Context: an optimization exercise on an open-source flow, tuned for small area. The choices shown serve that exercise and are no tape-out recipe.
In this exercise RTL edits were held to simulation tests only and were not proved equivalent to the original.

==> module gf_mac, before the edit <==
module gf_mac(a,b,c,d,y);
input  [12:0] a,b,c,d;
output [12:0] y;
reg [12:0] lo, mid;    
reg [10:0] hi;         
reg [6:0] as, bs, cs, ds;
reg [24:0] p;
integer i,j;
always @*
begin
  as = a[6:0] ^ {1'b0,a[12:7]};
  bs = b[6:0] ^ {1'b0,b[12:7]};
  cs = c[6:0] ^ {1'b0,c[12:7]};
  ds = d[6:0] ^ {1'b0,d[12:7]};
  lo = 13'd0; mid = 13'd0; hi = 11'd0;
  for (i=0;i<7;i=i+1)
    for (j=0;j<7;j=j+1)
    begin
      lo[i+j]  = lo[i+j]  ^ (a[i]&b[j]) ^ (c[i]&d[j]);
      mid[i+j] = mid[i+j] ^ (as[i]&bs[j]) ^ (cs[i]&ds[j]);
    end
  for (i=0;i<6;i=i+1)
    for (j=0;j<6;j=j+1)
      hi[i+j] = hi[i+j] ^ (a[7+i]&b[7+j]) ^ (c[7+i]&d[7+j]);
  mid = mid ^ lo ^ {2'b00,hi};
  p = {12'd0,lo} ^ {5'd0,mid,7'd0} ^ {hi,14'd0};
  for (i=24;i>=13;i=i-1)
  begin
    p[i-13] = p[i-13] ^ p[i];
    p[i-12] = p[i-12] ^ p[i];
    p[i-10] = p[i-10] ^ p[i];
    p[i-9]  = p[i-9]  ^ p[i];
  end
end
assign y = p[12:0];
endmodule
==> module euclidean_cell, before the edit <==
module euclidean_cell(deg_Ri,deg_Qi,stop_i,
                      Rin,Qin,Lin,Uin,start, 
                      deg_Ro,deg_Qo,stop_o,
                      Rout,Qout,Lout,Uout,st_out, 
                      clk,reset);
input clk,reset;
input stop_i;
input [4:0]deg_Ri,deg_Qi;
input [12:0]Rin,Qin,Lin,Uin;
input start;
output [4:0]deg_Ro,deg_Qo;
output stop_o;
output [12:0]Rout,Qout,Lout,Uout;
output st_out;
wire [12:0]r_mux,q_mux,l_mux,u_mux;
wire [12:0]lcq,lcr;
wire [12:0]add1out,add2out;
wire sw;
reg [12:0]R1,R2,Q1,Q2,Q3,L1,L2,U1,U2,U3;
reg S1,S2,S3;
degree_computation degree1(.deg_Ri(deg_Ri),.deg_Qi(deg_Qi),.stop_i(stop_i),
                           .d1out(lcq),.start(start),
                           .deg_Ro(deg_Ro),.deg_Qo(deg_Qo),.stop_o(stop_o),
                           .sw(sw),.clk(clk),.reset(reset));
assign r_mux = sw ? Q1 : R1;
assign q_mux = sw ? R1 : Q1;
assign l_mux = sw ? U1 : L1;
assign u_mux = sw ? L1 : U1;
assign st_out=S3;
feedback_ckt D1(.Din(q_mux),.start(S1),.Qout(lcq),.clk(clk),.reset(reset));
feedback_ckt D2(.Din(r_mux),.start(S1),.Qout(lcr),.clk(clk),.reset(reset));
wire [12:0] mq = stop_i ? 13'd1 : lcq;
wire [12:0] mr = stop_i ? 13'd0 : lcr;
gf_mac mac1(.a(R2),.b(mq),.c(mr),.d(Q2),.y(add1out));
gf_mac mac2(.a(L2),.b(mq),.c(mr),.d(U2),.y(add2out));
assign Rout = add1out;
assign Qout = stop_i ? Q2 : Q3;
assign Lout = add2out;
assign Uout = stop_i ? U2 : U3;
always@(posedge clk or negedge reset)
begin
  if(!reset)
  begin
    S1 <= 1'b1; S2 <= 1'b1; S3 <= 1'b1;
  end
  else
  begin
    S1 <= start; S2 <= S1; S3 <= S2;
  end
end
always@(posedge clk)
begin
  R1 <= Rin; Q1 <= Qin; L1 <= Lin; U1 <= Uin;
  R2 <= r_mux; Q2 <= q_mux; L2 <= l_mux; U2 <= u_mux;
  Q3 <= Q2; U3 <= U2;
end
endmodule
Settings: LEC_CHECK=0, CAP_MARGIN=20, CORE_MARGIN=2, CORE_UTILIZATION=40, CTS_CLUSTER_DIAMETER=100, CTS_CLUSTER_SIZE=20, SLEW_MARGIN=20; clock period 8.0 ns.
run.sh (not shown) runs the stock make flow with config.mk's settings and CLKGATE_MAP_FILE= SYNTH_SCRIPT=/design/flow/synth_recipe.tcl, a recipe that flattens the netlist after the stock synthesis.
Change:
--- a/flow/design.v
+++ b/flow/design.v
@@ -1,31 +1,16 @@
 module gf_mac(a,b,c,d,y);
 input  [12:0] a,b,c,d;
 output [12:0] y;
-reg [12:0] lo, mid;    
-reg [10:0] hi;         
-reg [6:0] as, bs, cs, ds;
 reg [24:0] p;
 integer i,j;
 always @*
 begin
-  as = a[6:0] ^ {1'b0,a[12:7]};
-  bs = b[6:0] ^ {1'b0,b[12:7]};
-  cs = c[6:0] ^ {1'b0,c[12:7]};
-  ds = d[6:0] ^ {1'b0,d[12:7]};
-  lo = 13'd0; mid = 13'd0; hi = 11'd0;
-  for (i=0;i<7;i=i+1)
-    for (j=0;j<7;j=j+1)
-    begin
-      lo[i+j]  = lo[i+j]  ^ (a[i]&b[j]) ^ (c[i]&d[j]);
-      mid[i+j] = mid[i+j] ^ (as[i]&bs[j]) ^ (cs[i]&ds[j]);
-    end
-  for (i=0;i<6;i=i+1)
-    for (j=0;j<6;j=j+1)
-      hi[i+j] = hi[i+j] ^ (a[7+i]&b[7+j]) ^ (c[7+i]&d[7+j]);
-  mid = mid ^ lo ^ {2'b00,hi};
-  p = {12'd0,lo} ^ {5'd0,mid,7'd0} ^ {hi,14'd0};
+  p = 25'd0;
+  for (i=0;i<13;i=i+1)
+    for (j=0;j<13;j=j+1)
+      p[i+j] = p[i+j] ^ (a[i]&b[j]) ^ (c[i]&d[j]);
   for (i=24;i>=13;i=i-1)
   begin
     p[i-13] = p[i-13] ^ p[i];
     p[i-12] = p[i-12] ^ p[i];
     p[i-10] = p[i-10] ^ p[i];
@@ -113,17 +98,15 @@
 assign l_mux = sw ? U1 : L1;
 assign u_mux = sw ? L1 : U1;
 assign st_out=S3;
 feedback_ckt D1(.Din(q_mux),.start(S1),.Qout(lcq),.clk(clk),.reset(reset));
 feedback_ckt D2(.Din(r_mux),.start(S1),.Qout(lcr),.clk(clk),.reset(reset));
-wire [12:0] mq = stop_i ? 13'd1 : lcq;
-wire [12:0] mr = stop_i ? 13'd0 : lcr;
-gf_mac mac1(.a(R2),.b(mq),.c(mr),.d(Q2),.y(add1out));
-gf_mac mac2(.a(L2),.b(mq),.c(mr),.d(U2),.y(add2out));
-assign Rout = add1out;
+gf_mac mac1(.a(R2),.b(lcq),.c(lcr),.d(Q2),.y(add1out));
+gf_mac mac2(.a(L2),.b(lcq),.c(lcr),.d(U2),.y(add2out));
+assign Rout = stop_i ? R2 : add1out;
 assign Qout = stop_i ? Q2 : Q3;
-assign Lout = add2out;
+assign Lout = stop_i ? L2 : add2out;
 assign Uout = stop_i ? U2 : U3;
 always@(posedge clk or negedge reset)
 begin
   if(!reset)
   begin
What happened: The new run passed the timing, DRC and antenna checks; maximum frequency goes up by 1.2%; wire length goes up by about 4%; first-iteration DRC count goes up by 2.6%; die area goes up by 4.7%; cell count goes up by about 6.5%; worst setup slack improved by 0.065 ns; global-route usage goes down by 0.14 points; critical path depth goes up by 1; design area goes up by about 5%; sequential cell count stays the same.

* * *

bch_kes_chien, a different RTL version from the one above (not shown whole).
Size: about 12000 cells after synthesis, roughly 1600 flip-flops, roughly 110000 µm² of cells after synthesis.
==> module euclidean_4cells, before the edit <==
module euclidean_4cells(stop_i,Rin,Qin,Uin,start,close_loop,Lout,clk,reset);
input clk,reset;
input stop_i;
input close_loop;    
input [12:0]Rin,Qin,Uin;
input start;
output [12:0]Lout;
wire [4:0]L_dR1,L_dR2,L_dR3,L_dQ1,L_dQ2,L_dQ3,dRo,dQo;
wire [12:0]LR1,LR2,LR3,LQ1,LQ2,LQ3,LL1,LL2,LL3,LU1,LU2,LU3;
wire LS1,LS2,LS3,Lstop1,Lstop2,Lstop3,stop_o,st_out;
wire [12:0]Rout,Qout,Lout_temp,Uout;
reg [2:0]stop1,stop2,stop3;
reg [12:0]L1,L2;
reg ST1,ST2;
reg [12:0]Uout_temp;
reg feedback_sel;
reg in_valid;            
reg St_reg,SS_reg;
reg [12:0]Rin_reg,Qin_reg,Uin_reg;
reg [2:0]s_reg;
reg [39:0]DR,DQ;      
reg [7:0]STOP,START;  
reg [103:0]R,Q,LLL,U;  
wire [4:0] dR = feedback_sel ? (in_valid ? 5'd16 : 5'd0) : DR[39:35];
wire [4:0] dQ = feedback_sel ? (in_valid ? 5'd15 : 5'd0) : DQ[39:35];
wire St = feedback_sel ? St_reg : s_reg[2];
wire [12:0] RR = feedback_sel ? Rin_reg : R[103:91];
wire [12:0] QQ = feedback_sel ? Qin_reg : Q[103:91];
wire [12:0] LL = feedback_sel ? 13'd0 : LLL[103:91];
wire [12:0] UU = feedback_sel ? Uin_reg : U[103:91];
wire SS = feedback_sel ? SS_reg : START[7];
euclidean_cell cell_1(.deg_Ri(dR),.deg_Qi(dQ),.stop_i(St),
  .Rin(RR),.Qin(QQ),.Lin(LL),.Uin(UU),.start(SS),
  .deg_Ro(L_dR1),.deg_Qo(L_dQ1),.stop_o(Lstop1),
  .Rout(LR1),.Qout(LQ1),.Lout(LL1),.Uout(LU1),.st_out(LS1),
  .clk(clk),.reset(reset));
euclidean_cell cell_2(.deg_Ri(L_dR1),.deg_Qi(L_dQ1),.stop_i(stop1[2]),
  .Rin(LR1),.Qin(LQ1),.Lin(LL1),.Uin(LU1),.start(LS1),
  .deg_Ro(L_dR2),.deg_Qo(L_dQ2),.stop_o(Lstop2),
  .Rout(LR2),.Qout(LQ2),.Lout(LL2),.Uout(LU2),.st_out(LS2),
  .clk(clk),.reset(reset));
euclidean_cell cell_3(.deg_Ri(L_dR2),.deg_Qi(L_dQ2),.stop_i(stop2[2]),
  .Rin(LR2),.Qin(LQ2),.Lin(LL2),.Uin(LU2),.start(LS2),
  .deg_Ro(L_dR3),.deg_Qo(L_dQ3),.stop_o(Lstop3),
  .Rout(LR3),.Qout(LQ3),.Lout(LL3),.Uout(LU3),.st_out(LS3),
  .clk(clk),.reset(reset));
euclidean_cell cell_4(.deg_Ri(L_dR3),.deg_Qi(L_dQ3),.stop_i(stop3[2]),
  .Rin(LR3),.Qin(LQ3),.Lin(LL3),.Uin(LU3),.start(LS3),
  .deg_Ro(dRo),.deg_Qo(dQo),.stop_o(stop_o),
  .Rout(Rout),.Qout(Qout),.Lout(Lout_temp),.Uout(Uout),.st_out(st_out),
  .clk(clk),.reset(reset));
reg out_sel_nz;
always@(posedge clk)
  out_sel_nz <= ST2 ? out_sel_nz : (Qout!=13'd0);
assign Lout = out_sel_nz ? L2 : Uout_temp;
always@(posedge clk or negedge reset)
begin
  if(!reset)
  begin
    feedback_sel <= 1'b1;
    in_valid <= 1'b0;
    St_reg <= 1'b1;
    SS_reg <= 1'b1;
  end
  else
  begin
    in_valid <= 1'b1;
    St_reg <= stop_i;
    SS_reg <= start;
    if(close_loop) feedback_sel <= 1'b0;
  end
end
always@(posedge clk)
begin
  DR <= {DR[34:0],dRo}; DQ <= {DQ[34:0],dQo};
  STOP <= {STOP[6:0],stop_o}; START <= {START[6:0],st_out};
  R <= {R[90:0],Rout}; Q <= {Q[90:0],Qout};
  LLL <= {LLL[90:0],Lout_temp}; U <= {U[90:0],Uout};
  s_reg <= {s_reg[1:0],STOP[7]};
  stop1 <= {stop1[1:0],Lstop1};
  stop2 <= {stop2[1:0],Lstop2};
  stop3 <= {stop3[1:0],Lstop3};
  L1 <= Lout_temp; L2 <= L1;
  ST1 <= stop_o; ST2 <= ST1;
  Uout_temp <= Uout;
  Rin_reg <= Rin; Qin_reg <= Qin; Uin_reg <= Uin;
end
endmodule
make LEC_CHECK=0 CAP_MARGIN=20 CORE_MARGIN=2 CORE_UTILIZATION=40 CTS_CLUSTER_DIAMETER=100 CTS_CLUSTER_SIZE=25 SLEW_MARGIN=20 finish   # period 8.0 ns
Change:
--- a/flow/design.v
+++ b/flow/design.v
@@ -151,8 +151,9 @@
 wire [4:0]L_dR1,L_dR2,L_dR3,L_dQ1,L_dQ2,L_dQ3,dRo,dQo;
 wire [12:0]LR1,LR2,LR3,LQ1,LQ2,LQ3,LL1,LL2,LL3,LU1,LU2,LU3;
 wire LS1,LS2,LS3,Lstop1,Lstop2,Lstop3,stop_o,st_out;
 wire [12:0]Rout,Qout,Lout_temp,Uout;
+wire [12:0]out_sel;
 reg [2:0]stop1,stop2,stop3;
 reg [12:0]L1,L2;
 reg ST1,ST2;
 reg [12:0]Uout_temp;
@@ -191,12 +192,10 @@
   .Rin(LR3),.Qin(LQ3),.Lin(LL3),.Uin(LU3),.start(LS3),
   .deg_Ro(dRo),.deg_Qo(dQo),.stop_o(stop_o),
   .Rout(Rout),.Qout(Qout),.Lout(Lout_temp),.Uout(Uout),.st_out(st_out),
   .clk(clk),.reset(reset));
-reg out_sel_nz;
-always@(posedge clk)
-  out_sel_nz <= ST2 ? out_sel_nz : (Qout!=13'd0);
-assign Lout = out_sel_nz ? L2 : Uout_temp;
+feedback_ckt F1(.Din(Qout),.start(ST2),.Qout(out_sel),.clk(clk),.reset(reset));
+assign Lout = (out_sel!=13'd0) ? L2 : Uout_temp;
 always@(posedge clk or negedge reset)
 begin
   if(!reset)
   begin
Result: The new run finished clean; via count grows by 3.0%; count of clock-buffer cells in the layout grows by 2; final cell count shrinks by 0.71%; critical path depth shrinks by 1; routed wire length grows by 3.4%; worst setup slack degrades by 0.18 ns; global-route usage grows by 0.46 points; register-to-register slack degrades by 0.18 ns; design area grows by 1.1%; die area grows by 1.6%; area after synthesis grows by 1.6%.

[afterwards: timing with drivers on the ports]
The results above use ideal ports. As a check the final layouts listed here were re-extracted and re-timed, cells and wires unchanged. Step 1: set_driving_cell puts a clkbuf_16 on clk and a buf_2 on each other input, an assumption about the parent block. Step 2 adds t to the input delays and takes it off the output delays; t is the mean of the earliest and latest rising clock arrival at the registers after step 1. Input paths then give back, and output paths get back, about the clock's delay inside the block. Three values: ideal ports, drivers, drivers and shift; two values: the first two.
run | shift t [ns] | setup slack, ns | hold slack, ns | worst data-port slew with drivers (ns) | pins driven straight from the clock port
the first run of note 1 | 0.862 | 2.680 / 2.680 / 2.680 | 0.309 / 0.309 / 0.309 | 0.05 | 1
the second run of note 1 | 0.848 | 2.745 / 2.745 / 2.745 | 0.297 / 0.297 / 0.297 | 0.04 | 1
the first run of note 2 | 0.843 | 2.826 / 2.826 / 2.826 | 0.304 / 0.304 / 0.304 | 0.05 | 1
the second run of note 2 | 0.851 | 2.649 / 2.649 / 2.649 | 0.283 / 0.283 / 0.283 | 0.05 | 1
After both steps setup and hold are still met in every run listed.
